This is an optimization exercise on Yosys and OpenROAD, whose aim is small area and a short achievable clock period, not a production implementation. At most, simulation tests tie the RTL to the original design; equivalence was not proved. Only the layout flow was run in runs 1 to 3; the RTL was not checked for function there. Power and IR drop assume default switching activity.

[flow/flow/run.sh]
#!/bin/bash
# The standard layout (standard.sh), with the port buffers made from
# sky130_fd_sc_hd__buf_1 instead of the cell buffer_ports picks by itself.
set -euo pipefail
bash standard.sh BUFFER_PORTS_ARGS="-buffer_cell sky130_fd_sc_hd__buf_1" MATCH_CELL_FOOTPRINT=0 finish > standard.log 2>&1
[flow/standard.sh]
#!/bin/bash
# synth_recipe.tcl (not shown) runs the flow's synth.tcl, then flattens the netlist and writes it again
# the make line also repeats each setting of config.mk as NAME=value (left out here)
make -C /OpenROAD-flow-scripts/flow DESIGN_CONFIG=/design/flow/config.mk WORK_HOME=/design/flow/orfs CLKGATE_MAP_FILE= SYNTH_SCRIPT=/design/flow/synth_recipe.tcl "${@:-finish}"
[flow/config.mk]
export PLATFORM = sky130hd
export DESIGN_NAME = s_axi_template
export DESIGN_NICKNAME = s_axi_template
export VERILOG_FILES = /design/flow/design.v
export SDC_FILE = /design/flow/constraint.sdc
export NUM_CORES = 4
export LEC_CHECK = 0
export ABC_CLOCK_PERIOD_IN_PS = 4000
export CAP_MARGIN = 20
export CORE_MARGIN = 2
export CORE_UTILIZATION = 40
export CTS_BUF_LIST = sky130_fd_sc_hd__clkbuf_4 sky130_fd_sc_hd__clkbuf_8
export CTS_CLUSTER_SIZE = 40
export SETUP_SLACK_MARGIN = 5
export SLEW_MARGIN = 20
[flow/constraint.sdc]
create_clock -name core_clock -period 10.0 [get_ports {S_AXI_ACLK}]
set_input_delay 2.0000 -clock core_clock [delete_from_list [all_inputs] [get_ports {S_AXI_ACLK}]]
set_output_delay 2.0000 -clock core_clock [all_outputs]
set_load 0.01 [all_outputs]
[flow/design.v]
module mul_front (
  input  wire        WV,
  input  wire        ARM,
  input  wire [15:0] W,
  input  wire [15:0] AQ,
  input  wire [15:0] B,
  output wire [15:0] AW,
  output wire [71:0] PP,
  output wire [7:0]  NEG
);
  assign AW = WV ? (ARM ? W : AQ) : AQ;
  wire one0 = B[0] ^ 1'b0;
  wire two0 = (B[1] & ~B[0] & ~1'b0) | (~B[1] & B[0] & 1'b0);
  assign NEG[0] = B[1];
  assign PP[0] = (one0 & AW[0]) ^ B[1];
  assign PP[1] = ((one0 & AW[1]) | (two0 & AW[0])) ^ B[1];
  assign PP[2] = ((one0 & AW[2]) | (two0 & AW[1])) ^ B[1];
  assign PP[3] = ((one0 & AW[3]) | (two0 & AW[2])) ^ B[1];
  assign PP[4] = ((one0 & AW[4]) | (two0 & AW[3])) ^ B[1];
  assign PP[5] = ((one0 & AW[5]) | (two0 & AW[4])) ^ B[1];
  assign PP[6] = ((one0 & AW[6]) | (two0 & AW[5])) ^ B[1];
  assign PP[7] = ((one0 & AW[7]) | (two0 & AW[6])) ^ B[1];
  assign PP[8] = ((one0 & AW[8]) | (two0 & AW[7])) ^ B[1];
  assign PP[9] = ((one0 & AW[9]) | (two0 & AW[8])) ^ B[1];
  assign PP[10] = ((one0 & AW[10]) | (two0 & AW[9])) ^ B[1];
  assign PP[11] = ((one0 & AW[11]) | (two0 & AW[10])) ^ B[1];
  assign PP[12] = ((one0 & AW[12]) | (two0 & AW[11])) ^ B[1];
  assign PP[13] = ((one0 & AW[13]) | (two0 & AW[12])) ^ B[1];
  assign PP[14] = ((one0 & AW[14]) | (two0 & AW[13])) ^ B[1];
  assign PP[15] = ((one0 & AW[15]) | (two0 & AW[14])) ^ B[1];
  wire one1 = B[2] ^ B[1];
  wire two1 = (B[3] & ~B[2] & ~B[1]) | (~B[3] & B[2] & B[1]);
  assign NEG[1] = B[3];
  assign PP[16] = (one1 & AW[0]) ^ B[3];
  assign PP[17] = ((one1 & AW[1]) | (two1 & AW[0])) ^ B[3];
  assign PP[18] = ((one1 & AW[2]) | (two1 & AW[1])) ^ B[3];
  assign PP[19] = ((one1 & AW[3]) | (two1 & AW[2])) ^ B[3];
  assign PP[20] = ((one1 & AW[4]) | (two1 & AW[3])) ^ B[3];
  assign PP[21] = ((one1 & AW[5]) | (two1 & AW[4])) ^ B[3];
  assign PP[22] = ((one1 & AW[6]) | (two1 & AW[5])) ^ B[3];
  assign PP[23] = ((one1 & AW[7]) | (two1 & AW[6])) ^ B[3];
  assign PP[24] = ((one1 & AW[8]) | (two1 & AW[7])) ^ B[3];
  assign PP[25] = ((one1 & AW[9]) | (two1 & AW[8])) ^ B[3];
  assign PP[26] = ((one1 & AW[10]) | (two1 & AW[9])) ^ B[3];
  assign PP[27] = ((one1 & AW[11]) | (two1 & AW[10])) ^ B[3];
  assign PP[28] = ((one1 & AW[12]) | (two1 & AW[11])) ^ B[3];
  assign PP[29] = ((one1 & AW[13]) | (two1 & AW[12])) ^ B[3];
  wire one2 = B[4] ^ B[3];
  wire two2 = (B[5] & ~B[4] & ~B[3]) | (~B[5] & B[4] & B[3]);
  assign NEG[2] = B[5];
  assign PP[30] = (one2 & AW[0]) ^ B[5];
  assign PP[31] = ((one2 & AW[1]) | (two2 & AW[0])) ^ B[5];
  assign PP[32] = ((one2 & AW[2]) | (two2 & AW[1])) ^ B[5];
  assign PP[33] = ((one2 & AW[3]) | (two2 & AW[2])) ^ B[5];
  assign PP[34] = ((one2 & AW[4]) | (two2 & AW[3])) ^ B[5];
  assign PP[35] = ((one2 & AW[5]) | (two2 & AW[4])) ^ B[5];
  assign PP[36] = ((one2 & AW[6]) | (two2 & AW[5])) ^ B[5];
  assign PP[37] = ((one2 & AW[7]) | (two2 & AW[6])) ^ B[5];
  assign PP[38] = ((one2 & AW[8]) | (two2 & AW[7])) ^ B[5];
  assign PP[39] = ((one2 & AW[9]) | (two2 & AW[8])) ^ B[5];
  assign PP[40] = ((one2 & AW[10]) | (two2 & AW[9])) ^ B[5];
  assign PP[41] = ((one2 & AW[11]) | (two2 & AW[10])) ^ B[5];
  wire one3 = B[6] ^ B[5];
  wire two3 = (B[7] & ~B[6] & ~B[5]) | (~B[7] & B[6] & B[5]);
  assign NEG[3] = B[7];
  assign PP[42] = (one3 & AW[0]) ^ B[7];
  assign PP[43] = ((one3 & AW[1]) | (two3 & AW[0])) ^ B[7];
  assign PP[44] = ((one3 & AW[2]) | (two3 & AW[1])) ^ B[7];
  assign PP[45] = ((one3 & AW[3]) | (two3 & AW[2])) ^ B[7];
  assign PP[46] = ((one3 & AW[4]) | (two3 & AW[3])) ^ B[7];
  assign PP[47] = ((one3 & AW[5]) | (two3 & AW[4])) ^ B[7];
  assign PP[48] = ((one3 & AW[6]) | (two3 & AW[5])) ^ B[7];
  assign PP[49] = ((one3 & AW[7]) | (two3 & AW[6])) ^ B[7];
  assign PP[50] = ((one3 & AW[8]) | (two3 & AW[7])) ^ B[7];
  assign PP[51] = ((one3 & AW[9]) | (two3 & AW[8])) ^ B[7];
  wire one4 = B[8] ^ B[7];
  wire two4 = (B[9] & ~B[8] & ~B[7]) | (~B[9] & B[8] & B[7]);
  assign NEG[4] = B[9];
  assign PP[52] = (one4 & AW[0]) ^ B[9];
  assign PP[53] = ((one4 & AW[1]) | (two4 & AW[0])) ^ B[9];
  assign PP[54] = ((one4 & AW[2]) | (two4 & AW[1])) ^ B[9];
  assign PP[55] = ((one4 & AW[3]) | (two4 & AW[2])) ^ B[9];
  assign PP[56] = ((one4 & AW[4]) | (two4 & AW[3])) ^ B[9];
  assign PP[57] = ((one4 & AW[5]) | (two4 & AW[4])) ^ B[9];
  assign PP[58] = ((one4 & AW[6]) | (two4 & AW[5])) ^ B[9];
  assign PP[59] = ((one4 & AW[7]) | (two4 & AW[6])) ^ B[9];
  wire one5 = B[10] ^ B[9];
  wire two5 = (B[11] & ~B[10] & ~B[9]) | (~B[11] & B[10] & B[9]);
  assign NEG[5] = B[11];
  assign PP[60] = (one5 & AW[0]) ^ B[11];
  assign PP[61] = ((one5 & AW[1]) | (two5 & AW[0])) ^ B[11];
  assign PP[62] = ((one5 & AW[2]) | (two5 & AW[1])) ^ B[11];
  assign PP[63] = ((one5 & AW[3]) | (two5 & AW[2])) ^ B[11];
  assign PP[64] = ((one5 & AW[4]) | (two5 & AW[3])) ^ B[11];
  assign PP[65] = ((one5 & AW[5]) | (two5 & AW[4])) ^ B[11];
  wire one6 = B[12] ^ B[11];
  wire two6 = (B[13] & ~B[12] & ~B[11]) | (~B[13] & B[12] & B[11]);
  assign NEG[6] = B[13];
  assign PP[66] = (one6 & AW[0]) ^ B[13];
  assign PP[67] = ((one6 & AW[1]) | (two6 & AW[0])) ^ B[13];
  assign PP[68] = ((one6 & AW[2]) | (two6 & AW[1])) ^ B[13];
  assign PP[69] = ((one6 & AW[3]) | (two6 & AW[2])) ^ B[13];
  wire one7 = B[14] ^ B[13];
  wire two7 = (B[15] & ~B[14] & ~B[13]) | (~B[15] & B[14] & B[13]);
  assign NEG[7] = B[15];
  assign PP[70] = (one7 & AW[0]) ^ B[15];
  assign PP[71] = ((one7 & AW[1]) | (two7 & AW[0])) ^ B[15];
endmodule
module xbip_multadd_0 (
  input  wire        WV,
  input  wire        ARM,
  input  wire [15:0] W,
  input  wire [15:0] AQ,
  input  wire [15:0] B,
  input  wire [15:0] X,
  input  wire        CI,
  output wire [15:0] AW,
  output wire [15:0] S,
  output wire [15:0] Y,
  output wire [15:0] Z,
  output wire        E,
  output wire [1:0]  F
);
  wire [71:0] PP;
  wire [7:0] NEG;
  mul_front front (.WV(WV), .ARM(ARM), .W(W), .AQ(AQ), .B(B), .AW(AW), .PP(PP), .NEG(NEG));
  wire s0 = NEG[0] ^ X[0];
  wire c0 = NEG[0] & X[0];
  wire s1 = NEG[1] ^ X[2];
  wire c1 = NEG[1] & X[2];
  wire s2 = NEG[2] ^ X[4];
  wire c2 = NEG[2] & X[4];
  wire s3 = NEG[3] ^ X[6];
  wire c3 = NEG[3] & X[6];
  wire s4 = NEG[4] ^ X[8];
  wire c4 = NEG[4] & X[8];
  wire s5 = NEG[5] ^ X[10];
  wire c5 = NEG[5] & X[10];
  wire s6 = NEG[6] ^ X[12];
  wire c6 = NEG[6] & X[12];
  wire s7 = NEG[7] ^ X[14];
  wire c7 = NEG[7] & X[14];
  wire s8 = X[9] ^ c4;
  wire c8 = X[9] & c4;
  wire s9 = PP[10] ^ PP[24] ^ PP[36];
  wire c9 = (PP[10] & PP[24]) | (PP[10] & PP[36]) | (PP[24] & PP[36]);
  wire s10 = X[11] ^ c5 ^ PP[11];
  wire c10 = (X[11] & c5) | (X[11] & PP[11]) | (c5 & PP[11]);
  wire s11 = PP[25] ^ PP[37];
  wire c11 = PP[25] & PP[37];
  wire s12 = PP[12] ^ PP[26] ^ PP[38];
  wire c12 = (PP[12] & PP[26]) | (PP[12] & PP[38]) | (PP[26] & PP[38]);
  wire s13 = PP[48] ^ PP[56] ^ PP[62];
  wire c13 = (PP[48] & PP[56]) | (PP[48] & PP[62]) | (PP[56] & PP[62]);
  wire s14 = X[13] ^ c6 ^ PP[13];
  wire c14 = (X[13] & c6) | (X[13] & PP[13]) | (c6 & PP[13]);
  wire s15 = PP[27] ^ PP[39] ^ PP[49];
  wire c15 = (PP[27] & PP[39]) | (PP[27] & PP[49]) | (PP[39] & PP[49]);
  wire s16 = PP[57] ^ PP[63];
  wire c16 = PP[57] & PP[63];
  wire s17 = PP[14] ^ PP[28] ^ PP[40];
  wire c17 = (PP[14] & PP[28]) | (PP[14] & PP[40]) | (PP[28] & PP[40]);
  wire s18 = PP[50] ^ PP[58] ^ PP[64];
  wire c18 = (PP[50] & PP[58]) | (PP[50] & PP[64]) | (PP[58] & PP[64]);
  wire s19 = PP[68] ^ PP[70] ^ s7;
  wire c19 = (PP[68] & PP[70]) | (PP[68] & s7) | (PP[70] & s7);
  wire s20 = X[5] ^ c2;
  wire c20 = X[5] & c2;
  wire s21 = PP[20] ^ PP[32] ^ PP[42];
  wire c21 = (PP[20] & PP[32]) | (PP[20] & PP[42]) | (PP[32] & PP[42]);
  wire s22 = X[7] ^ c3 ^ PP[21];
  wire c22 = (X[7] & c3) | (X[7] & PP[21]) | (c3 & PP[21]);
  wire s23 = PP[33] ^ PP[43];
  wire c23 = PP[33] & PP[43];
  wire s24 = PP[22] ^ PP[34] ^ PP[44];
  wire c24 = (PP[22] & PP[34]) | (PP[22] & PP[44]) | (PP[34] & PP[44]);
  wire s25 = PP[52] ^ PP[8] ^ s4;
  wire c25 = (PP[52] & PP[8]) | (PP[52] & s4) | (PP[8] & s4);
  wire s26 = PP[23] ^ PP[35] ^ PP[45];
  wire c26 = (PP[23] & PP[35]) | (PP[23] & PP[45]) | (PP[35] & PP[45]);
  wire s27 = PP[53] ^ PP[9] ^ s8;
  wire c27 = (PP[53] & PP[9]) | (PP[53] & s8) | (PP[9] & s8);
  wire s28 = PP[46] ^ PP[54] ^ PP[60];
  wire c28 = (PP[46] & PP[54]) | (PP[46] & PP[60]) | (PP[54] & PP[60]);
  wire s29 = s5 ^ c8 ^ s9;
  wire c29 = (s5 & c8) | (s5 & s9) | (c8 & s9);
  wire s30 = PP[47] ^ PP[55] ^ PP[61];
  wire c30 = (PP[47] & PP[55]) | (PP[47] & PP[61]) | (PP[55] & PP[61]);
  wire s31 = c9 ^ s10 ^ s11;
  wire c31 = (c9 & s10) | (c9 & s11) | (s10 & s11);
  wire s32 = PP[66] ^ s6 ^ c10;
  wire c32 = (PP[66] & s6) | (PP[66] & c10) | (s6 & c10);
  wire s33 = c11 ^ s12 ^ s13;
  wire c33 = (c11 & s12) | (c11 & s13) | (s12 & s13);
  wire s34 = PP[67] ^ c12 ^ c13;
  wire c34 = (PP[67] & c12) | (PP[67] & c13) | (c12 & c13);
  wire s35 = s14 ^ s15 ^ s16;
  wire c35 = (s14 & s15) | (s14 & s16) | (s15 & s16);
  wire s36 = c14 ^ c15 ^ c16;
  wire c36 = (c14 & c15) | (c14 & c16) | (c15 & c16);
  wire s37 = s17 ^ s18 ^ s19;
  wire c37 = (s17 & s18) | (s17 & s19) | (s18 & s19);
  wire s38 = X[3] ^ c1;
  wire c38 = X[3] & c1;
  wire s39 = PP[18] ^ PP[30] ^ PP[4];
  wire c39 = (PP[18] & PP[30]) | (PP[18] & PP[4]) | (PP[30] & PP[4]);
  wire s40 = PP[19] ^ PP[31] ^ PP[5];
  wire c40 = (PP[19] & PP[31]) | (PP[19] & PP[5]) | (PP[31] & PP[5]);
  wire s41 = PP[6] ^ s3 ^ c20;
  wire c41 = (PP[6] & s3) | (PP[6] & c20) | (s3 & c20);
  wire s42 = PP[7] ^ c21 ^ s22;
  wire c42 = (PP[7] & c21) | (PP[7] & s22) | (c21 & s22);
  wire s43 = c22 ^ c23 ^ s24;
  wire c43 = (c22 & c23) | (c22 & s24) | (c23 & s24);
  wire s44 = c24 ^ c25 ^ s26;
  wire c44 = (c24 & c25) | (c24 & s26) | (c25 & s26);
  wire s45 = c26 ^ s28 ^ c27;
  wire c45 = (c26 & s28) | (c26 & c27) | (s28 & c27);
  wire s46 = c28 ^ s30 ^ c29;
  wire c46 = (c28 & s30) | (c28 & c29) | (s30 & c29);
  wire s47 = c30 ^ c31 ^ s32;
  wire c47 = (c30 & c31) | (c30 & s32) | (c31 & s32);
  wire s48 = c32 ^ c33 ^ s34;
  wire c48 = (c32 & c33) | (c32 & s34) | (c33 & s34);
  wire s49 = c34 ^ c35 ^ s36;
  wire c49 = (c34 & c35) | (c34 & s36) | (c35 & s36);
  wire s50 = CI ^ PP[0];
  wire c50 = CI & PP[0];
  wire s51 = X[1] ^ c0 ^ PP[1];
  wire c51 = (X[1] & c0) | (X[1] & PP[1]) | (c0 & PP[1]);
  wire s52 = PP[16] ^ PP[2] ^ s1;
  wire c52 = (PP[16] & PP[2]) | (PP[16] & s1) | (PP[2] & s1);
  wire s53 = PP[17] ^ PP[3] ^ s38;
  wire c53 = (PP[17] & PP[3]) | (PP[17] & s38) | (PP[3] & s38);
  wire s54 = s2 ^ c38 ^ s39;
  wire c54 = (s2 & c38) | (s2 & s39) | (c38 & s39);
  wire s55 = c39 ^ s20 ^ s40;
  wire c55 = (c39 & s20) | (c39 & s40) | (s20 & s40);
  wire s56 = c40 ^ s21 ^ s41;
  wire c56 = (c40 & s21) | (c40 & s41) | (s21 & s41);
  wire s57 = s23 ^ c41 ^ s42;
  wire c57 = (s23 & c41) | (s23 & s42) | (c41 & s42);
  wire s58 = s25 ^ c42 ^ s43;
  wire c58 = (s25 & c42) | (s25 & s43) | (c42 & s43);
  wire s59 = c43 ^ s27 ^ s44;
  wire c59 = (c43 & s27) | (c43 & s44) | (s27 & s44);
  wire x60 = c7 ^ c17;
  wire x61 = c18 ^ c19;
  wire x62 = x60 ^ x61;
  wire x63 = X[15] ^ PP[15];
  wire x64 = PP[29] ^ PP[41];
  wire x65 = PP[51] ^ PP[59];
  wire x66 = PP[65] ^ PP[69];
  wire x67 = PP[71] ^ x63;
  wire x68 = x64 ^ x65;
  wire x69 = x66 ^ x67;
  wire x70 = x68 ^ x69;
  assign F = {x62, x70};
  assign S[0] = s0;
  assign Y[0] = s50;
  assign Z[0] = 1'b0;
  assign S[1] = c50;
  assign Y[1] = s51;
  assign Z[1] = 1'b0;
  assign S[2] = c51;
  assign Y[2] = s52;
  assign Z[2] = 1'b0;
  assign S[3] = c52;
  assign Y[3] = s53;
  assign Z[3] = 1'b0;
  assign S[4] = c53;
  assign Y[4] = s54;
  assign Z[4] = 1'b0;
  assign S[5] = c54;
  assign Y[5] = s55;
  assign Z[5] = 1'b0;
  assign S[6] = c55;
  assign Y[6] = s56;
  assign Z[6] = 1'b0;
  assign S[7] = c56;
  assign Y[7] = s57;
  assign Z[7] = 1'b0;
  assign S[8] = c57;
  assign Y[8] = s58;
  assign Z[8] = 1'b0;
  assign S[9] = c58;
  assign Y[9] = s59;
  assign Z[9] = 1'b0;
  assign E = c59;
  assign S[10] = c44;
  assign Y[10] = s29;
  assign Z[10] = s45;
  assign S[11] = s31;
  assign Y[11] = c45;
  assign Z[11] = s46;
  assign S[12] = s33;
  assign Y[12] = c46;
  assign Z[12] = s47;
  assign S[13] = s35;
  assign Y[13] = c47;
  assign Z[13] = s48;
  assign S[14] = s37;
  assign Y[14] = c48;
  assign Z[14] = s49;
  assign S[15] = c36;
  assign Y[15] = c37;
  assign Z[15] = c49;
endmodule
module mul_final (
  input  wire [15:0] S,
  input  wire [15:0] Y,
  input  wire [15:0] Z,
  input  wire        E,
  input  wire [1:0]  F,
  input  wire        EN,
  output wire [15:0] P
);
  wire [15:0] r1, r2;
  assign r1[0] = S[0];
  assign r2[0] = Y[0];
  assign r1[1] = S[1];
  assign r2[1] = Y[1];
  assign r1[2] = S[2];
  assign r2[2] = Y[2];
  assign r1[3] = S[3];
  assign r2[3] = Y[3];
  assign r1[4] = S[4];
  assign r2[4] = Y[4];
  assign r1[5] = S[5];
  assign r2[5] = Y[5];
  assign r1[6] = S[6];
  assign r2[6] = Y[6];
  assign r1[7] = S[7];
  assign r2[7] = Y[7];
  assign r1[8] = S[8];
  assign r2[8] = Y[8];
  assign r1[9] = S[9];
  assign r2[9] = Y[9];
  assign r1[10] = S[10] ^ Y[10] ^ Z[10];
  assign r2[10] = E;
  assign r1[11] = S[11] ^ Y[11] ^ Z[11];
  assign r2[11] = (S[10] & Y[10]) | (S[10] & Z[10]) | (Y[10] & Z[10]);
  assign r1[12] = S[12] ^ Y[12] ^ Z[12];
  assign r2[12] = (S[11] & Y[11]) | (S[11] & Z[11]) | (Y[11] & Z[11]);
  assign r1[13] = S[13] ^ Y[13] ^ Z[13];
  assign r2[13] = (S[12] & Y[12]) | (S[12] & Z[12]) | (Y[12] & Z[12]);
  assign r1[14] = S[14] ^ Y[14] ^ Z[14];
  assign r2[14] = (S[13] & Y[13]) | (S[13] & Z[13]) | (Y[13] & Z[13]);
  assign r1[15] = S[15] ^ Y[15] ^ Z[15] ^ F[0] ^ F[1];
  assign r2[15] = (S[14] & Y[14]) | (S[14] & Z[14]) | (Y[14] & Z[14]);
  assign P = (r1 + r2) & {16{EN}};
endmodule
`timescale 1ns / 1ps
module s_axi_template #(
		parameter integer C_S_AXI_ID_WIDTH	= 1,
		parameter integer C_S_AXI_DATA_WIDTH	= 64,
		parameter integer C_S_AXI_ADDR_WIDTH	= 32,
		parameter integer C_S_AXI_AWUSER_WIDTH	= 1,
		parameter integer C_S_AXI_ARUSER_WIDTH	= 1,
		parameter integer C_S_AXI_WUSER_WIDTH	= 1,
		parameter integer C_S_AXI_RUSER_WIDTH	= 1,
		parameter integer C_S_AXI_BUSER_WIDTH	= 1
	)
	(
		output wire [15:0] P_buf,  
		output wire [15:0] A_dbg,
		output wire [15:0] B_dbg,
		output wire [15:0] C_dbg,
		output wire [ 3:0] mode_sel_dbg,
		input wire  S_AXI_ACLK,
		input wire  S_AXI_ARESETN,
		input wire [C_S_AXI_ID_WIDTH-1 : 0] S_AXI_AWID,
		input wire [C_S_AXI_ADDR_WIDTH-1 : 0] S_AXI_AWADDR,
		input wire [7 : 0] S_AXI_AWLEN,
		input wire [2 : 0] S_AXI_AWSIZE,
		input wire [1 : 0] S_AXI_AWBURST,
		input wire  S_AXI_AWLOCK,
		input wire [3 : 0] S_AXI_AWCACHE,
		input wire [2 : 0] S_AXI_AWPROT,
		input wire [3 : 0] S_AXI_AWQOS,
		input wire [3 : 0] S_AXI_AWREGION,
		input wire [C_S_AXI_AWUSER_WIDTH-1 : 0] S_AXI_AWUSER,
		input wire  S_AXI_AWVALID,
		output wire  S_AXI_AWREADY,
		input wire [C_S_AXI_DATA_WIDTH-1 : 0] S_AXI_WDATA,
		input wire [(C_S_AXI_DATA_WIDTH/8)-1 : 0] S_AXI_WSTRB,
		input wire  S_AXI_WLAST,
		input wire [C_S_AXI_WUSER_WIDTH-1 : 0] S_AXI_WUSER,
		input wire  S_AXI_WVALID,
		output wire  S_AXI_WREADY,
		output wire [C_S_AXI_ID_WIDTH-1 : 0] S_AXI_BID,
		output wire [1 : 0] S_AXI_BRESP,
		output wire [C_S_AXI_BUSER_WIDTH-1 : 0] S_AXI_BUSER,
		output wire  S_AXI_BVALID,
		input wire  S_AXI_BREADY,
		input wire [C_S_AXI_ID_WIDTH-1 : 0] S_AXI_ARID,
		input wire [C_S_AXI_ADDR_WIDTH-1 : 0] S_AXI_ARADDR,
		input wire [7 : 0] S_AXI_ARLEN,
		input wire [2 : 0] S_AXI_ARSIZE,
		input wire [1 : 0] S_AXI_ARBURST,
		input wire  S_AXI_ARLOCK,
		input wire [3 : 0] S_AXI_ARCACHE,
		input wire [2 : 0] S_AXI_ARPROT,
		input wire [3 : 0] S_AXI_ARQOS,
		input wire [3 : 0] S_AXI_ARREGION,
		input wire [C_S_AXI_ARUSER_WIDTH-1 : 0] S_AXI_ARUSER,
		input wire  S_AXI_ARVALID,
		output wire  S_AXI_ARREADY,
		output wire [C_S_AXI_ID_WIDTH-1 : 0] S_AXI_RID,
		output wire [C_S_AXI_DATA_WIDTH-1 : 0] S_AXI_RDATA,
		output wire [1 : 0] S_AXI_RRESP,
		output wire  S_AXI_RLAST,
		output wire [C_S_AXI_RUSER_WIDTH-1 : 0] S_AXI_RUSER,
		output wire  S_AXI_RVALID,
		input wire  S_AXI_RREADY
	);
	reg        axi_awready, axi_awv_awr_flag, axi_wready, axi_bvalid;
	reg        axi_arready, axi_arv_arr_flag, axi_rvalid, axi_rlast;
	reg  [7:0] axi_arlen_rem;      
	reg  [3:0] wsel;               
	wire idle   = ~axi_awv_awr_flag & ~axi_arv_arr_flag;
	wire aw_set = S_AXI_AWVALID & idle;
	wire ar_set = S_AXI_ARVALID & idle;
	wire wbeat  = axi_wready & S_AXI_WVALID;
	wire wdone  = S_AXI_WLAST & axi_wready;
	wire rhs    = axi_rvalid & S_AXI_RREADY;
	wire rzero  = (axi_arlen_rem == 8'd0);
	always @(posedge S_AXI_ACLK) begin
		if (S_AXI_ARESETN == 1'b0) begin
			axi_awready      <= 1'b0;
			axi_awv_awr_flag <= 1'b0;
			axi_wready       <= 1'b0;
			axi_bvalid       <= 1'b0;
			axi_arready      <= 1'b0;
			axi_arv_arr_flag <= 1'b0;
			axi_rvalid       <= 1'b0;
			axi_rlast        <= 1'b0;
			axi_arlen_rem    <= 8'd0;
		end else begin
			axi_awready <= aw_set;
			if (aw_set)
				axi_awv_awr_flag <= 1'b1;
			else if (wdone)
				axi_awv_awr_flag <= 1'b0;
			if (~axi_wready & S_AXI_WVALID & axi_awv_awr_flag)
				axi_wready <= 1'b1;
			else if (wdone)
				axi_wready <= 1'b0;
			if (wbeat & S_AXI_WLAST)
				axi_bvalid <= 1'b1;
			else if (S_AXI_BREADY & axi_bvalid)
				axi_bvalid <= 1'b0;
			axi_arready <= ar_set;
			if (ar_set)
				axi_arv_arr_flag <= 1'b1;
			else if (rhs & rzero)
				axi_arv_arr_flag <= 1'b0;
			if (axi_arv_arr_flag & ~axi_rvalid)
				axi_rvalid <= 1'b1;
			else if (rhs)
				axi_rvalid <= 1'b0;
			if (S_AXI_ARVALID & ~axi_arv_arr_flag) begin
				axi_arlen_rem <= S_AXI_ARLEN;
				axi_rlast     <= 1'b0;
			end else if (rhs) begin
				axi_arlen_rem <= axi_arlen_rem - 8'd1;
				axi_rlast     <= 1'b0;
			end else if (rzero & ~axi_rlast & axi_arv_arr_flag)
				axi_rlast <= 1'b1;
			else if (S_AXI_RREADY)
				axi_rlast <= 1'b0;
		end
	end
	always @(posedge S_AXI_ACLK)
		if (S_AXI_AWVALID & ~axi_awv_awr_flag)
			wsel <= {S_AXI_AWADDR[19:16] == 4'h4, S_AXI_AWADDR[19:16] == 4'h3,
			         S_AXI_AWADDR[19:16] == 4'h2, S_AXI_AWADDR[19:16] == 4'h1};
	assign S_AXI_AWREADY = axi_awready;
	assign S_AXI_WREADY  = axi_wready;
	assign S_AXI_BVALID  = axi_bvalid;
	assign S_AXI_BRESP   = 2'b00;
	assign S_AXI_BUSER   = {C_S_AXI_BUSER_WIDTH{1'b0}};
	assign S_AXI_BID     = S_AXI_AWID;
	assign S_AXI_ARREADY = axi_arready;
	assign S_AXI_RVALID  = axi_rvalid;
	assign S_AXI_RLAST   = axi_rlast;
	assign S_AXI_RRESP   = 2'b00;
	assign S_AXI_RUSER   = {C_S_AXI_RUSER_WIDTH{1'b0}};
	assign S_AXI_RID     = S_AXI_ARID;
	reg [15:0] A, B, C, B_in, C_in;
	reg [ 3:0] mode_sel;
	wire rst = ~S_AXI_ARESETN;
	wire [15:0] W = S_AXI_WDATA[15:0];
	wire [15:0] A_wr;
	wire [15:0] A_nx = rst ? 16'd0 : A_wr;
	wire [15:0] B_nx = rst ? 16'd0 : (wbeat & wsel[1]) ? W : B;
	wire [15:0] C_nx = rst ? 16'd0 : (wbeat & wsel[2]) ? W : C;
	wire [ 3:0] M_nx = rst ? 4'd0  : (wbeat & wsel[3]) ? W[3:0] : mode_sel;
	wire [15:0] Bi_m  = (mode_sel[2:0] == 3'b000) ? 16'd0 :
	                    (mode_sel[2:1] == 2'b10)  ? 16'd1 : B;
	wire [15:0] Ci_m  = (mode_sel[2] | (mode_sel[1] & mode_sel[0])) ? C : 16'd0;
	wire [15:0] Bi_nx = rst ? 16'd0 : Bi_m;
	wire [15:0] Ci_nx = rst ? 16'd0 : Ci_m;
	wire        Sub_nx = mode_sel[0];
	reg         rst_d;
	always @(posedge S_AXI_ACLK) begin
		A        <= A_nx;
		B        <= B_nx;
		C        <= C_nx;
		mode_sel <= M_nx;
		B_in     <= Bi_nx;
		C_in     <= Ci_nx;
		rst_d    <= rst;
	end
	assign A_dbg        = A;
	assign B_dbg        = B_in;
	assign C_dbg        = C_in;
	assign mode_sel_dbg = mode_sel;
	wire [15:0] cs_s, cs_y, cs_z;
	wire        cs_e;
	wire [ 1:0] cs_f;
	reg  [15:0] P_s, P_y, P_z;
	reg         P_e;
	reg  [ 1:0] P_f;
	xbip_multadd_0 MultAdd (
		.WV (S_AXI_WVALID),
		.ARM(axi_wready & wsel[0]),
		.W  (W),
		.AQ (A),
		.B  (Bi_m),
		.X  (Ci_m ^ {16{Sub_nx}}),
		.CI (Sub_nx),
		.AW (A_wr),
		.S  (cs_s),
		.Y  (cs_y),
		.Z  (cs_z),
		.E  (cs_e),
		.F  (cs_f)
	);
	always @(posedge S_AXI_ACLK) begin
		P_s <= cs_s;
		P_y <= cs_y;
		P_z <= cs_z;
		P_e <= cs_e;
		P_f <= cs_f;
	end
	wire P_en = ~rst_d & ((~mode_sel[2] & ~mode_sel[0]) | (mode_sel[1] & mode_sel[0]));
	mul_final MultFinal (
		.S (P_s),
		.Y (P_y),
		.Z (P_z),
		.E (P_e),
		.F (P_f),
		.EN(P_en),
		.P (P_buf)
	);
	reg [15:0] rd_data;
	wire aw56 = (S_AXI_AWADDR[19:16] == 4'h5) | (S_AXI_AWADDR[19:16] == 4'h6);
	wire ar56 = (S_AXI_ARADDR[19:16] == 4'h5) | (S_AXI_ARADDR[19:16] == 4'h6);
	wire rd_load = (aw_set & aw56) | (ar_set & ar56);
	always @(posedge S_AXI_ACLK)
		if (rst)
			rd_data <= 16'd0;
		else if (rd_load)
			rd_data <= P_buf;
	assign S_AXI_RDATA = {{(C_S_AXI_DATA_WIDTH-16){1'b0}}, rd_data & {16{axi_rvalid}}};
endmodule
==> results of run 1 <==
==> per-stage QoR <==
| stage | setup slack [ns] | cell area [um^2] | util (%) | hold slack, ns |
|---|---|---|---|---|
| final | 5.09 | 12400 | 44.7 | 0.456 |
| after global routing | 4.99 | 12400 | 44.7 | 0.473 |
| after CTS | 5.01 | 12200 | 44.0 | 0.458 |
| after detailed placement | 3.89 | 11700 | 42.2 | 0.445 |
| after global placement | 3.95 | 11700 | 42.1 | 0.438 |
| after floorplan | 4.99 | 11500 | - | 0.432 |
==> power groups by stage <==
| stage | logic (mW) | clock network [mW] | registers, mW |
|---|---|---|---|
| after floorplan | 0.0875 | 0 | 0.678 |
| after global placement | 0.0965 | 0 | 0.681 |
| after detailed placement | 0.0976 | 0 | 0.682 |
| after CTS | 0.101 | 0.504 | 0.668 |
| after global routing | 0.115 | 0.529 | 0.669 |
| final | 0.105 | 0.494 | 0.668 |
==> how the worst min path moves through the flow <==
stage	endpoint	depth (start not counted)
after floorplan	rd_data[0]	2
after global placement	rd_data[2]	2
after detailed placement	rd_data[2]	2
after CTS	rd_data[5]	2
after global routing	rd_data[1]	2
final	rd_data[5]	2
==> final cells by class <==
type | instances | area (um^2)
multi-input cells | 1074 | 7240
flip-flops and latches | 162 | 3290
clock inverters | 13 | 125
inverters | 46 | 173
fillers | 2798 | 15300
repair buffers | 169 | 833
clock buffers | 19 | 255
well taps | 378 | 473
==> worst reg2reg max path: stages, from the launching register on <==
cell     delay (ns)
dfxtp_1        0.32
buf_4          0.33
nor2b_1        0.28
or2_2          0.68
nand2_1        0.65
o22ai_1        0.55
fa_1           0.54
fa_1           0.46
fa_1           0.47
==> state kept, by name, indices dropped and copies added (netlist names), 2 cells and up <==
register,count
B_in,16
P_z,6
axi_arlen_rem,8
C,16
B,16
A,16
P_f,2
rd_data,16
P_y,16
mode_sel,4
C_in,16
wsel,4
P_s,16
==> what timing repair did <==
action	CTS	global route
hold endpoints to repair	0	0
endpoints found under the setup margin	25	19
buffers inserted	5	11
gates cloned	3	1
hold buffers	0	0
gates resized for setup	11	22
pin swaps	3	7
==> cell families after synthesis <==
| family | after synthesis | share of synthesized area [%] |
|---|---|---|
| mux | 32 | 3.01 |
| other cells | 1 | 0.0333 |
| compound gates | 372 | 19.7 |
| simple gates | 444 | 18.4 |
| fa+ha+maj | 100 | 14.1 |
| buf+inv | 235 | 9.95 |
| xor+xnor | 69 | 5.61 |
| flops | 162 | 29.2 |
==> cells in the final DEF, fill, tap and decap left out, types with 12 or more instances in the layout <==
master and instances:
mux2i_1 12, nor2b_1 16, dfxtp_1 156, a21oi_1 170
o22ai_1 25, and3_1 30, a211oi_1 20, ha_1 29
maj3_1 18, fa_1 50, buf_4 34, clkbuf_8 18
xnor2_1 51, buf_1 126, nor3_1 59, conb_1 54
and2_1 30, o21ai_0 65, nor2_1 120, nand2_1 140
xor2_1 16, inv_1 44, a221oi_1 26
==> layer usage <==
metal / part of all wire, % / wire (um) / up-vias
met1: 45 / 15200 / 4787
li1: - / - / 4851
met3: 7.6 / 2580 / 73
met4: 4.1 / 1380 / 0
met5: 0 / 0 / -
met2: 44 / 14800 / 413
==> results.sh, run 1 <==
export IMPL_clock_power_share_pct=39.0
export IMPL_drcViolationCount=0
export IMPL_setup_worst_path_class="primary input to register"
export IMPL_cp_depth=13
export IMPL_drt_iter0_markers=1062
export IMPL_cpMaxStageDelayCell="fa_1"
export IMPL_cts_tree="yes"
export IMPL_placed_cells=1809
export IMPL_synthTopCellsByArea="dfxtp_1, fa_1, a21oi_1, nand2_1, nor2_1"
export IMPL_gp_congestion=0.908
export IMPL_p_sw_share_pct=28.9
export IMPL_grt_util_met3_pct=3.18
export IMPL_io_pins=353
export IMPL_fin_crit_ns=4.91
export IMPL_fin_crit_sh_pct=49.1
export IMPL_route_vias_total=10100
export IMPL_p_sw_mw=0.366
export IMPL_overflow=0
export IMPL_post_drt_wl_per_cell_um=18.2
export IMPL_clkTransAtPathRegs_ns=0.09
export IMPL_area_delta_synth_final_pct=10.0
export IMPL_ys_ff_latch=162
export IMPL_final_hold_violation_count=0
export IMPL_startpoint="S_AXI_WVALID"
export IMPL_die_area_um2=29500
export IMPL_row_count=61
export IMPL_path_cells="clkbuf_4 > nand3_4 > buf_12 > mux2i_2 > buf_12 > nor2_1 > a221oi_1 > a21oi_1 > o21ai_0 > fa_1 > inv_1 > fa_1 > fa_1"
export IMPL_root_buffer="clkbuf_8"
export IMPL_yosysSeqAreaShare_pct=29.2
export IMPL_synth_top_cells_by_count="a21oi_1, dfxtp_1, nand2_1, nor2_1, clkbuf_1"
export IMPL_power_frac_seq_pct=52.7
export IMPL_finalMaxSlewViolations=0
export IMPL_cts_sinks=162
export IMPL_antenna_found_initial=0
export IMPL_ctsLongestPathBuffers=2
export IMPL_p_comb_share_pct=8.3
export IMPL_ir_drop_v=0.0000607
export IMPL_layout_nets=1759
export IMPL_drtPass1Iterations=6
export IMPL_die_x_um=172
export IMPL_post_synth_top_count_cell="a21oi_1"
export IMPL_grt_pass1_wl_um=51700
export IMPL_synth_edf_count=4
export IMPL_antenna_left=0
export IMPL_max_slew_margin_pct=21.2
export IMPL_tns_ns=0
export IMPL_cts_buffers=17
export IMPL_critPathLaunchType="primary input"
export IMPL_portBuffers=129
export IMPL_worstMarginPinSlew_ns=1.18
export IMPL_crit_required_ns=10.34
export IMPL_grt_use_met2_pct=35.2
export IMPL_avgSynthCellArea_um2=7.95
export IMPL_timing_rr_end="P_z[14]"
export IMPL_critPathCapture="P_y[8]"
export IMPL_status="timing/DRC/antenna clean"
export IMPL_fmax_mhz=204
export IMPL_grt_max_degree=77
export IMPL_layout_drive_gt1_share_pct=7.75
export IMPL_die_y_um=172
export IMPL_grt_setup_unrepaired="yes"
export IMPL_drt_wl_total_um=33900
export IMPL_synth_top_area_share_pct=28.1
export IMPL_p_int_mw=0.900
export IMPL_total_power_mw=1.27
export IMPL_gr_max_usage_layer="met2"
export IMPL_reg2reg_slack_ns=5.62
export IMPL_track_usage_pct=22.8
export IMPL_finClkSkew_ns=0.0276
export IMPL_synth_async_sr_flop_share_pct=0
export IMPL_ff2ff_path_depth=8
export IMPL_min_from="rd_data[5]"
export IMPL_syn_inst=1415
export IMPL_vias_per_cell=5.44
export IMPL_start_util_pct=40.6
export IMPL_netlist_area_um2=11300
export IMPL_crit_fanout=30
export IMPL_ys_warn_count=1
export IMPL_cpMostUsedCell="fa_1"
export IMPL_cap_violations=0
export IMPL_clk_latency_ns=0.49
export IMPL_grt_pass1_vias=9117
export IMPL_core_um2=27700
export IMPL_yosysTopAreaCell="dfxtp_1"
export IMPL_max_stage_delay_ns=0.46
export IMPL_powerDensity_nw_per_um2=102
export IMPL_worstReg2RegStart="mode_sel[0]"
export IMPL_cp_buffers_inverters=4
export IMPL_p_leak_nw=4.94
export IMPL_crit_arrival_ns=5.26
export IMPL_h_tree_depth=4
export IMPL_instances_no_fill=1861
export IMPL_met1_usage_pct=31.4
export IMPL_path_delay_family="adder cells"
export IMPL_hp_class="register to register"
export IMPL_ys_flop_type="dfxtp_1"
export IMPL_setup_viol=0
export IMPL_endpoint_kind="register"
export IMPL_antenna_cells=0
export IMPL_yosys_cell_types_count=59
export IMPL_dpl_hpwl_um=22400
==> inputs of run 2 (changes only) <==
--- a/flow/config.mk
+++ b/flow/config.mk
@@ -5,6 +5,7 @@
 export SDC_FILE = /design/flow/constraint.sdc
 export NUM_CORES = 4
 export LEC_CHECK = 0
+export ABC_AREA = 1
 export ABC_CLOCK_PERIOD_IN_PS = 4000
 export CAP_MARGIN = 20
 export CORE_MARGIN = 2
==> results.sh, run 2 <==
export IMPL_status="timing/DRC/antenna clean"
export IMPL_path_cells="buf_1 > nand3_1 > buf_4 > o21ai_0 > o22ai_1 > xor2_1 > fa_1 > inv_1 > fa_1 > fa_1"
export IMPL_netlist_area_um2=10200
export IMPL_avgSynthCellArea_um2=7.84
export IMPL_post_synth_top_count_cell="nand2_1"
export IMPL_ys_warn_count=1
export IMPL_antenna_found_initial=0
export IMPL_grt_setup_unrepaired="no"
export IMPL_fillers=2601
export IMPL_final_cell_mix="nand2_1, dfxtp_1, inv_1, buf_1, nor2_1"
export IMPL_total_power_mw=1.31
export IMPL_vias_per_cell=4.98
export IMPL_fin_crit_ns=4.94
export IMPL_finalMaxSlewViolations=0
export IMPL_track_usage_pct=20.9
export IMPL_fin_area_um2=11000
export IMPL_antenna_cells=0
export IMPL_grt_max_degree=79
export IMPL_ir_drop_v=0.0000604
export IMPL_power_frac_seq_pct=52.1
export IMPL_postCtsResizedCells=0
export IMPL_row_count=58
export IMPL_h_tree_depth=4
export IMPL_clk_latency_ns=0.48
export IMPL_synthSimpleGateAreaFrac_pct=21.0
export IMPL_ff2ff_path_depth=13
export IMPL_final_util_pct=43.9
export IMPL_ctsLongestPathBuffers=2
export IMPL_crit_fanout=31
export IMPL_critPathCapture="P_z[13]"
export IMPL_cpMaxStageDelayCell="o21ai_0"
export IMPL_p_sw_share_pct=30.0
export IMPL_placed_cells=1707
export IMPL_die_x_um=164
export IMPL_endpoint_kind="register"
export IMPL_synthMuxAreaShare_pct=0
export IMPL_portBuffers=129
export IMPL_drt_iter0_markers=568
export IMPL_postCtsHoldBufs=0
export IMPL_route_vias_total=8655
export IMPL_drcViolationCount=0
export IMPL_layout_nets=1685
export IMPL_fmax_mhz=203
export IMPL_cpMostUsedCell="fa_1"
export IMPL_overflow=0
export IMPL_synth_top_cells_by_count="nand2_1, dfxtp_1, inv_1, nor2_1, xor2_1"
export IMPL_cts_setup_buffers=0
export IMPL_die_y_um=164
export IMPL_cap_violations=0
export IMPL_start_util_pct=40.6
export IMPL_synth_async_sr_flop_share_pct=0
export IMPL_setup_worst_path_class="primary input to register"
export IMPL_tns_ns=0
export IMPL_max_stage_delay_ns=0.86
export IMPL_grt_pass1_vias=8084
export IMPL_synthXorXnorAreaFrac_pct=7.90
export IMPL_crit_arrival_ns=5.30
export IMPL_fin_crit_sh_pct=49.4
export IMPL_synth_fa_ha_area_share_pct=13.8
export IMPL_timing_rr_end="P_y[9]"
export IMPL_synth_compound_area_share_pct=12.1
export IMPL_dpl_hpwl_um=21000
export IMPL_cts_tree="yes"
export IMPL_synth_edf_count=4
export IMPL_root_buffer="clkbuf_8"
export IMPL_drt_wl_total_um=27700
export IMPL_yosys_cell_types_count=49
export IMPL_area_delta_synth_final_pct=8.15
export IMPL_yosysTopAreaCell="dfxtp_1"
export IMPL_p_leak_nw=5.19
export IMPL_powerDensity_nw_per_um2=119
export IMPL_clkTransAtPathRegs_ns=0.10
export IMPL_p_comb_share_pct=11.3
export IMPL_ys_flop_type="dfxtp_1"
export IMPL_p_sw_mw=0.395
export IMPL_finClkSkew_ns=0.0195
export IMPL_die_area_um2=26800
export IMPL_layout_drive_gt1_share_pct=6.03
export IMPL_synthTopCellsByArea="dfxtp_1, fa_1, nand2_1, xor2_1, inv_1"
export IMPL_critPathLaunchType="primary input"
export IMPL_max_slew_margin_pct=29.1
export IMPL_antenna_left=0
export IMPL_ys_ff_latch=162
export IMPL_instances_no_fill=1739
export IMPL_setup_viol=0
export IMPL_synth_top_area_share_pct=31.0
export IMPL_synth_top_family_by_area="simple AND/OR/NAND/NOR gates"
export IMPL_final_hold_violation_count=0
export IMPL_gp_congestion=0.888
export IMPL_core_um2=25100
export IMPL_postPlaceCellArea_um2=10600
export IMPL_cts_buffers=17
export IMPL_grt_pass1_wl_um=43200
export IMPL_yosysSeqAreaShare_pct=32.2
export IMPL_io_pins=353
export IMPL_syn_inst=1300
export IMPL_clock_power_share_pct=36.7
export IMPL_crit_required_ns=10.36
export IMPL_worstReg2RegStart="mode_sel[1]"
export IMPL_cts_sinks=162
export IMPL_worstMarginPinSlew_ns=1.05
export IMPL_post_drt_wl_per_cell_um=15.9
export IMPL_hp_class="register to register"
export IMPL_p_int_mw=0.920
export IMPL_final_common_cell="nand2_1"
export IMPL_drtPass1Iterations=5
export IMPL_startpoint="S_AXI_WVALID"
export IMPL_reg2reg_slack_ns=5.30
[run 2: kinds of logic (layout without fill, tap and decap cells)]
family / after synthesis / after routing
and+or+nand+nor: 472 / 472
buffers and inverters: 275 / 331
AOI/OAI and AO/OA: 216 / 216
DFF: 162 / 162
xor gates and xnor gates: 92 / 92
adders and majority gates: 82 / 82
other: 1 / 54
[run 2: how the worst min path moves through the flow]
| stage | slack (ns) | end | startpoint | depth (start not counted) |
|---|---|---|---|---|
| 2_1_floorplan | 0.44 | C[0] | C[0] | 2 |
| 3_3_place_gp | 0.45 | mode_sel[3] | mode_sel[3] | 2 |
| 3_5_place_dp | 0.45 | axi_bvalid | axi_bvalid | 2 |
| 4_1_cts | 0.47 | C[12] | C[12] | 2 |
| 5_1_grt | 0.49 | C[8] | C[8] | 2 |
| 6_report | 0.47 | axi_bvalid | axi_bvalid | 2 |
[run 2: layer usage]
metal  GRT usage [%]  vias up  part of all wire, %
li1                -     4283                    -
met1            29.1     4028                   47
met2            33.0      303                   45
met3            3.78       41                  6.0
met4            6.50        0                  1.8
met5               0        -                    0
[run 2: metrics by stage]
step / setup slack (ns) / hold slack [ns]
after CTS: 5.13 / 0.466
after global routing: 5.01 / 0.491
after floorplan: 5.20 / 0.441
after detailed placement: 4.66 / 0.454
final: 5.06 / 0.466
after global placement: 4.61 / 0.449
[run 2: final cells by class]
cell class	instances	area, um^2	area share (%)
multi-input cells	916	5810	52.7
flip-flops and latches	162	3280	29.8
inverters	166	626	5.67
repair buffers	133	514	4.66
well taps	330	413	3.74
clock buffers	20	263	2.38
clock inverters	12	121	1.10
[run 2: worst max-delay path: cells and delay by family]
family / cells / cell delay (ns)
adders and majority gates: 3 / 1.42
AOI/OAI and AO/OA: 2 / 1.08
buffers and inverters: 3 / 0.45
xor gates and xnor gates: 1 / 0.22
and+or+nand+nor: 1 / 0.10
[run 2: power groups by stage]
stage / clock (mW) / combinational, mW / sequential [mW]
floorplan: 0 / 0.121 / 0.693
detailed placement: 0 / 0.146 / 0.699
CTS: 0.494 / 0.146 / 0.684
finish: 0.482 / 0.148 / 0.685
global placement: 0 / 0.145 / 0.699
global route: 0.521 / 0.166 / 0.687
==> inputs of run 3 (changes only) <==
==> flow/flow/run.sh (replaced) <==
#!/bin/bash
# The standard layout (standard.sh) with these changes:
#  - the port buffers are sky130_fd_sc_hd__buf_1 instead of the cell that
#    buffer_ports picks by itself;
#  - resizing may change a cell's footprint (MATCH_CELL_FOOTPRINT=0);
#  - the constant outputs share one tie cell (SKIP_REPAIR_TIE_FANOUT=1);
#  - timing repair aims for 5.4 ns of setup slack (SETUP_SLACK_MARGIN=5.4).
# ORFS writes each step's log under orfs/logs; make's own output goes to standard.log.
set -euo pipefail
bash standard.sh BUFFER_PORTS_ARGS="-buffer_cell sky130_fd_sc_hd__buf_1" MATCH_CELL_FOOTPRINT=0 SKIP_REPAIR_TIE_FANOUT=1 SETUP_SLACK_MARGIN=5.4 finish > standard.log 2>&1
--- a/flow/config.mk
+++ b/flow/config.mk
@@ -12,5 +12,4 @@
 export CORE_UTILIZATION = 40
 export CTS_BUF_LIST = sky130_fd_sc_hd__clkbuf_4 sky130_fd_sc_hd__clkbuf_8
 export CTS_CLUSTER_SIZE = 40
-export SETUP_SLACK_MARGIN = 5
 export SLEW_MARGIN = 20
==> results.sh, run 3 <==
export IMPL_yosysSeqAreaShare_pct=32.2
export IMPL_synth_edf_count=4
export IMPL_synth_async_sr_flop_share_pct=0
export IMPL_post_drt_wl_per_cell_um=17.0
export IMPL_grt_setup_unrepaired="yes"
export IMPL_portBuffers=129
export IMPL_ir_drop_v=0.0000672
export IMPL_antenna_found_initial=0
export IMPL_max_slew_margin_pct=42.8
export IMPL_critPathLaunchType="register"
export IMPL_status="timing/DRC/antenna clean"
export IMPL_fin_crit_ns=4.58
export IMPL_drt_wl_total_um=29200
export IMPL_clkTransAtPathRegs_ns=0.09
export IMPL_endpoint_kind="output pin"
export IMPL_die_y_um=164
export IMPL_root_buffer="clkbuf_8"
export IMPL_setup_worst_path_class="register to output pin"
export IMPL_area_delta_synth_final_pct=10.5
export IMPL_grt_pass1_wl_um=45100
export IMPL_fmax_mhz=218
export IMPL_drtPass1Iterations=5
export IMPL_fin_crit_sh_pct=45.8
export IMPL_core_um2=25100
export IMPL_gp_congestion=0.965
export IMPL_cts_tree="yes"
export IMPL_netlist_area_um2=10200
export IMPL_finalMaxSlewViolations=0
export IMPL_finClkSkew_ns=0.0149
export IMPL_ctsLongestPathBuffers=2
export IMPL_avgSynthCellArea_um2=7.84
export IMPL_hold_slack_ns=0.465
export IMPL_dpl_hpwl_um=21500
export IMPL_ys_flop_type="dfxtp_1"
export IMPL_track_usage_pct=21.9
export IMPL_vias_per_cell=5.09
export IMPL_post_synth_top_count_cell="nand2_1"
export IMPL_crit_arrival_ns=2.58
export IMPL_final_cell_mix="nand2_1, dfxtp_1, inv_1, buf_1, nor2_1"
export IMPL_layout_nets=1665
export IMPL_layout_drive_gt1_share_pct=10.9
export IMPL_yosysTopAreaCell="dfxtp_1"
export IMPL_antenna_left=0
export IMPL_syn_inst=1300
export IMPL_fin_area_um2=11300
export IMPL_crit_fanout=4
export IMPL_reg2reg_slack_ns=5.73
export IMPL_ys_ff_latch=162
export IMPL_grt_pass1_vias=8357
export IMPL_synth_top_cells_by_count="nand2_1, dfxtp_1, inv_1, nor2_1, xor2_1"
export IMPL_row_count=58
export IMPL_powerDensity_nw_per_um2=118
export IMPL_overflow=0
export IMPL_synthTopCellsByArea="dfxtp_1, fa_1, nand2_1, xor2_1, inv_1"
export IMPL_yosys_cell_types_count=49
export IMPL_synth_top_area_share_pct=31.0
export IMPL_drcViolationCount=0
export IMPL_h_tree_depth=4
export IMPL_fillers=2612
export IMPL_p_leak_nw=5.20
export IMPL_multi_input_area_um2=5740
export IMPL_crit_required_ns=8.00
export IMPL_die_x_um=164
export IMPL_tns_ns=0
export IMPL_final_hold_violation_count=0
export IMPL_clk_latency_ns=0.46
export IMPL_cap_violations=0
export IMPL_ys_warn_count=1
export IMPL_io_pins=353
export IMPL_start_util_pct=40.6
export IMPL_setup_viol=0
export IMPL_postPlaceCellArea_um2=10400
export IMPL_regArea_um2=3290
export IMPL_cts_sinks=162
export IMPL_postCtsHoldBufs=0
export IMPL_grt_max_degree=76
export IMPL_worstMarginPinSlew_ns=0.855
export IMPL_cts_buffers=17
export IMPL_hp_class="register to register"
export IMPL_antenna_cells=0
export IMPL_die_area_um2=26800
export IMPL_final_common_cell="nand2_1"
export IMPL_route_vias_total=8751
export IMPL_drt_iter0_markers=582
export IMPL_total_power_mw=1.33
-- run 3: worst max-delay path, cell delays in order, from the launching register on --
cell	delay (ns)
dfxtp_2	0.34
fa_1	0.58
ha_4	0.23
a21oi_4	0.12
o21bai_1	0.07
a21oi_1	0.15
o21ai_1	0.09
a21oi_1	0.15
inv_1	0.05
nand2_1	0.07
nand3_2	0.09
inv_1	0.07
buf_2	0.12
-- run 3: metal layers --
layer  global-route usage (%)  share of wire, %  vias up
met5                        0                 0        -
li1                         -                 -     4297
met3                     4.09               6.2       63
met2                     33.9                44      339
met4                     9.73               3.5        0
met1                     29.6                46     4052
-- run 3: per-stage QoR --
| step | cells | util [%] | setup slack, ns |
|---|---|---|---|
| final | 1719 | 44.8 | 5.42 |
| after global routing | 1719 | 44.8 | 5.29 |
| after global placement | 1655 | 41.5 | 4.53 |
| after floorplan | 1300 | - | 5.40 |
| after detailed placement | 1655 | 41.5 | 4.56 |
| after CTS | 1705 | 44.1 | 5.36 |
-- run 3: worst paths after layout --
| check | startpoint | endpoint | depth (start not counted) |
|---|---|---|---|
| hold reg to reg | C[9] | C[9] | 2 |
| hold / removal | C[9] | C[9] | 2 |
| setup / recovery | P_z[12] | P_buf[15] | 12 |
| setup reg to reg | mode_sel[0] | P_y[9] | 13 |
-- run 3: kinds of logic after synthesis --
family,count (synthesis),share of synthesized area [%]
AO/OA/AOI/OAI,216,12.1
XOR/XNOR,92,7.90
adder cells (fa/ha/maj),82,13.8
buffers and inverters,275,13.0
flip-flops,162,32.2
other,1,0.0368
AND/OR/NAND/NOR,472,21.0
-- run 3: power by group --
group	switching (mW)	internal (mW)
Combinational	0.114	0.0477
Clock	0.278	0.209
Sequential	0.0176	0.667
-- run 3: layout make-up --
type                            count  area share [%]
Clock inverter                     14            1.27
Multi-Input combinational cell    863            51.0
Clock buffer                       18            2.14
Timing Repair inverter              2          0.0889
Inverter                          166            5.82
Sequential cell                   162            29.2
Timing Repair Buffer              164            6.86
Tap cell                          330            3.67
-- run 3: repair_timing --
action,CTS,global route
pin swaps,4,12
resized for setup,28,30
cloned,0,2
endpoints found under the setup margin,18,18
setup buffers,18,12
==> inputs of run 4 (changes only) <==
--- a/flow/design.v
+++ b/flow/design.v
@@ -496,13 +496,11 @@
 	wire [15:0] B_nx = rst ? 16'd0 : (wbeat & wsel[1]) ? W : B;
 	wire [15:0] C_nx = rst ? 16'd0 : (wbeat & wsel[2]) ? W : C;
 	wire [ 3:0] M_nx = rst ? 4'd0  : (wbeat & wsel[3]) ? W[3:0] : mode_sel;
-	wire [15:0] Bi_m  = (mode_sel[2:0] == 3'b000) ? 16'd0 :
+	wire [15:0] Bi_nx = rst ? 16'd0 :
+	                    (mode_sel[2:0] == 3'b000) ? 16'd0 :
 	                    (mode_sel[2:1] == 2'b10)  ? 16'd1 : B;
-	wire [15:0] Ci_m  = (mode_sel[2] | (mode_sel[1] & mode_sel[0])) ? C : 16'd0;
-	wire [15:0] Bi_nx = rst ? 16'd0 : Bi_m;
-	wire [15:0] Ci_nx = rst ? 16'd0 : Ci_m;
+	wire [15:0] Ci_nx = (~rst & (mode_sel[2] | (mode_sel[1] & mode_sel[0]))) ? C : 16'd0;
 	wire        Sub_nx = mode_sel[0];
-	reg         rst_d;
 	always @(posedge S_AXI_ACLK) begin
 		A        <= A_nx;
 		B        <= B_nx;
@@ -510,7 +508,6 @@
 		mode_sel <= M_nx;
 		B_in     <= Bi_nx;
 		C_in     <= Ci_nx;
-		rst_d    <= rst;
 	end
 	assign A_dbg        = A;
 	assign B_dbg        = B_in;
@@ -527,8 +524,8 @@
 		.ARM(axi_wready & wsel[0]),
 		.W  (W),
 		.AQ (A),
-		.B  (Bi_m),
-		.X  (Ci_m ^ {16{Sub_nx}}),
+		.B  (Bi_nx),
+		.X  (Ci_nx ^ {16{Sub_nx}}),
 		.CI (Sub_nx),
 		.AW (A_wr),
 		.S  (cs_s),
@@ -544,7 +541,7 @@
 		P_e <= cs_e;
 		P_f <= cs_f;
 	end
-	wire P_en = ~rst_d & ((~mode_sel[2] & ~mode_sel[0]) | (mode_sel[1] & mode_sel[0]));
+	wire P_en = (~mode_sel[2] & ~mode_sel[0]) | (mode_sel[1] & mode_sel[0]);
 	mul_final MultFinal (
 		.S (P_s),
 		.Y (P_y),
--- a/flow/config.mk
+++ b/flow/config.mk
@@ -12,4 +12,5 @@
 export CORE_UTILIZATION = 40
 export CTS_BUF_LIST = sky130_fd_sc_hd__clkbuf_4 sky130_fd_sc_hd__clkbuf_8
 export CTS_CLUSTER_SIZE = 40
+export GPL_TIMING_DRIVEN = 0
 export SLEW_MARGIN = 20
==> results.sh, run 4 <==
export IMPL_crit_arrival_ns=2.65
export IMPL_grt_pass1_wl_um=45100
export IMPL_grt_max_degree=55
export IMPL_yosysSeqAreaShare_pct=33.4
export IMPL_fin_area_um2=11600
export IMPL_core_um2=24100
export IMPL_yosys_cell_types_count=45
export IMPL_layout_drive_gt1_share_pct=16.5
export IMPL_multi_input_area_um2=5480
export IMPL_final_cell_mix="nand2_1, dfxtp_1, inv_1, buf_1, buf_4"
export IMPL_grt_pass1_vias=8313
export IMPL_synth_edf_count=4
export IMPL_final_hold_violation_count=0
export IMPL_synth_async_sr_flop_share_pct=0
export IMPL_cap_violations=0
export IMPL_finClkSkew_ns=0.0256
export IMPL_postPlaceCellArea_um2=10700
export IMPL_finalMaxSlewViolations=0
export IMPL_reg2reg_slack_ns=6.24
export IMPL_post_drt_wl_per_cell_um=16.6
export IMPL_row_count=57
export IMPL_layout_nets=1698
export IMPL_ctsLongestPathBuffers=2
export IMPL_startpoint="P_z[10]"
export IMPL_final_util_pct=48.0
export IMPL_critPathLaunchType="register"
export IMPL_vias_per_cell=4.95
export IMPL_die_x_um=160
export IMPL_clkTransAtPathRegs_ns=0.09
export IMPL_ff2ff_path_depth=16
export IMPL_drt_iter0_markers=579
export IMPL_drtPass1Iterations=5
export IMPL_p_leak_nw=5.44
export IMPL_antenna_cells=0
export IMPL_start_util_pct=40.5
export IMPL_die_y_um=160
export IMPL_worstMarginPinSlew_ns=0.878
export IMPL_post_synth_top_count_cell="nand2_1"
export IMPL_route_vias_total=8630
export IMPL_syn_inst=1234
export IMPL_powerDensity_nw_per_um2=113
export IMPL_ys_warn_count=1
export IMPL_status="timing/DRC/antenna clean"
export IMPL_fin_crit_ns=4.65
export IMPL_fmax_mhz=215
export IMPL_drcViolationCount=0
export IMPL_root_buffer="clkbuf_8"
export IMPL_tns_ns=0
export IMPL_postCtsHoldBufs=0
export IMPL_synthTopCellsByArea="dfxtp_1, fa_1, nand2_1, xor2_1, inv_1"
export IMPL_setup_viol=0
export IMPL_synth_top_cells_by_count="nand2_1, inv_1, dfxtp_1, nor2_1, a21oi_1"
export IMPL_ys_flop_type="dfxtp_1"
export IMPL_timing_rr_end="P_y[8]"
export IMPL_cts_buffers=17
export IMPL_antenna_found_initial=0
export IMPL_crit_fanout=3
export IMPL_overflow=0
export IMPL_avgSynthCellArea_um2=7.91
export IMPL_endpoint_kind="output pin"
export IMPL_dpl_hpwl_um=23000
export IMPL_cts_sinks=161
export IMPL_critPathCapture="P_buf[15]"
export IMPL_crit_required_ns=8.00
export IMPL_grt_setup_unrepaired="yes"
export IMPL_io_pins=353
export IMPL_synth_top_area_share_pct=32.2
export IMPL_ir_drop_v=0.0000767
export IMPL_netlist_area_um2=9760
export IMPL_regArea_um2=3270
export IMPL_yosysTopAreaCell="dfxtp_1"
export IMPL_fillers=2486
export IMPL_gp_congestion=0.929
export IMPL_clk_latency_ns=0.48
export IMPL_final_common_cell="nand2_1"
export IMPL_portBuffers=131
export IMPL_h_tree_depth=4
export IMPL_drt_wl_total_um=29000
export IMPL_worstReg2RegStart="mode_sel[0]"
export IMPL_die_area_um2=25700
export IMPL_area_delta_synth_final_pct=18.6
export IMPL_ys_ff_latch=161
export IMPL_cts_tree="yes"
export IMPL_setup_worst_path_class="register to output pin"
export IMPL_fin_crit_sh_pct=46.5
export IMPL_max_slew_margin_pct=41.5
export IMPL_hp_class="register to register"
export IMPL_track_usage_pct=22.5
export IMPL_antenna_left=0
==> run 4: metrics by stage <==
stage          instances  hold slack, ns  setup slack, ns  power (mW)
6_report            1745           0.457             5.35        1.31
5_1_grt             1745           0.478             5.24        1.37
4_1_cts             1727           0.460             5.29        1.31
3_5_place_dp        1689           0.446             4.42       0.848
3_3_place_gp        1689           0.439             4.42       0.847
2_1_floorplan       1234           0.430             5.37       0.799
==> run 4: final cells by class <==
class,count,area share [%]
multi-input cells,800,47.4
plain buffers,101,6.10
flip-flops and latches,161,28.2
clock inverters,15,1.12
inverters,172,5.70
well taps,324,3.50
repair buffers,155,5.95
clock buffers,17,2.02
==> run 4: worst min path at each step <==
stage,cells past startpoint,startpoint,slack (ns),endpoint
floorplan,2,C[0],0.43,C[0]
global placement,2,C[10],0.44,C[10]
detailed placement,2,C[9],0.45,C[9]
CTS,2,C[9],0.46,C[9]
global route,2,C[13],0.48,C[13]
finish,2,C[9],0.46,C[9]
==> run 4: critical path: stages (launching register included) <==
cell and delay [ns]:
dfxtp_2 0.34, fa_2 0.60, ha_4 0.23, a21oi_4 0.16
o21ai_2 0.08, nand2_1 0.06, o2111ai_1 0.10, a31oi_1 0.21
inv_1 0.06, nand2_1 0.07, nand3_2 0.08, inv_2 0.09
buf_6 0.10
==> run 4: per-layer routing <==
metal  track usage (%)  wire length, um  up-vias
met5                 0                0        -
met4              6.80              661        0
met3              3.48             1600       50
met2              37.8            13800      310
met1              30.0            13000     4028
li1                  -                -     4242
==> run 4: report_power, final <==
| part | total (mW) | internal (mW) | switching [mW] |
|---|---|---|---|
| Combinational | 0.173 | 0.0623 | 0.110 |
| Sequential | 0.675 | 0.662 | 0.0125 |
| Clock | 0.465 | 0.198 | 0.267 |
==> run 4: cell families after synthesis <==
group | after synthesis | synth area share [%]
other | 1 | 0.0384
XOR/XNOR | 79 | 7.09
adder cells (fa/ha/maj) | 83 | 14.6
AO/OA/AOI/OAI | 239 | 13.8
buffers and inverters | 273 | 13.1
AND/OR/NAND/NOR | 398 | 18.0
flip-flops | 161 | 33.4
==> run 4: repair_timing <==
| item | 4_1_cts | 5_1_grt |
|---|---|---|
| endpoints found under the setup margin | 24 | 22 |
| setup buffers | 6 | 18 |
| pin swaps | 9 | 15 |
| gates resized for setup | 49 | 60 |
| endpoints found under the hold margin | 0 | 0 |

==> static timing again, ports no longer ideal <==
The results above use ideal ports. As a check the final layouts listed here were re-extracted and re-timed, cells and wires unchanged. Step 1, drivers: a clkbuf_16 drives S_AXI_ACLK and a buf_2 each remaining input, both assumed. Step 2, shift: input delay + t, output delay - t, t = (earliest + latest rising clock arrival at the registers) / 2. This alone moves slack from input paths to output paths. a / b / c = ideal / step 1 / step 2; a / b = the first two.
run | t, ns | setup slack, ns | worst setup path at the end | worst slew at a driven data input, ns | cell pins on the clock port's net
run 1 | 0.514 | 5.089 / 5.102 / 4.588 | input to register | 0.06 | 1
run 2 | 0.516 | 5.063 / 5.057 / 4.542 | input to register | 0.06 | 1
run 3 | 0.499 | 5.417 / 5.376 / 4.999 | input to register | 0.06 | 1
run 4 | 0.508 | 5.350 / 5.306 / 4.941 | input to register | 0.04 | 1
After both steps setup and hold are still met in every run listed. The setup slack of run 2, which loses most, moves by -0.006 ns with the drivers and by -0.521 ns with both steps.
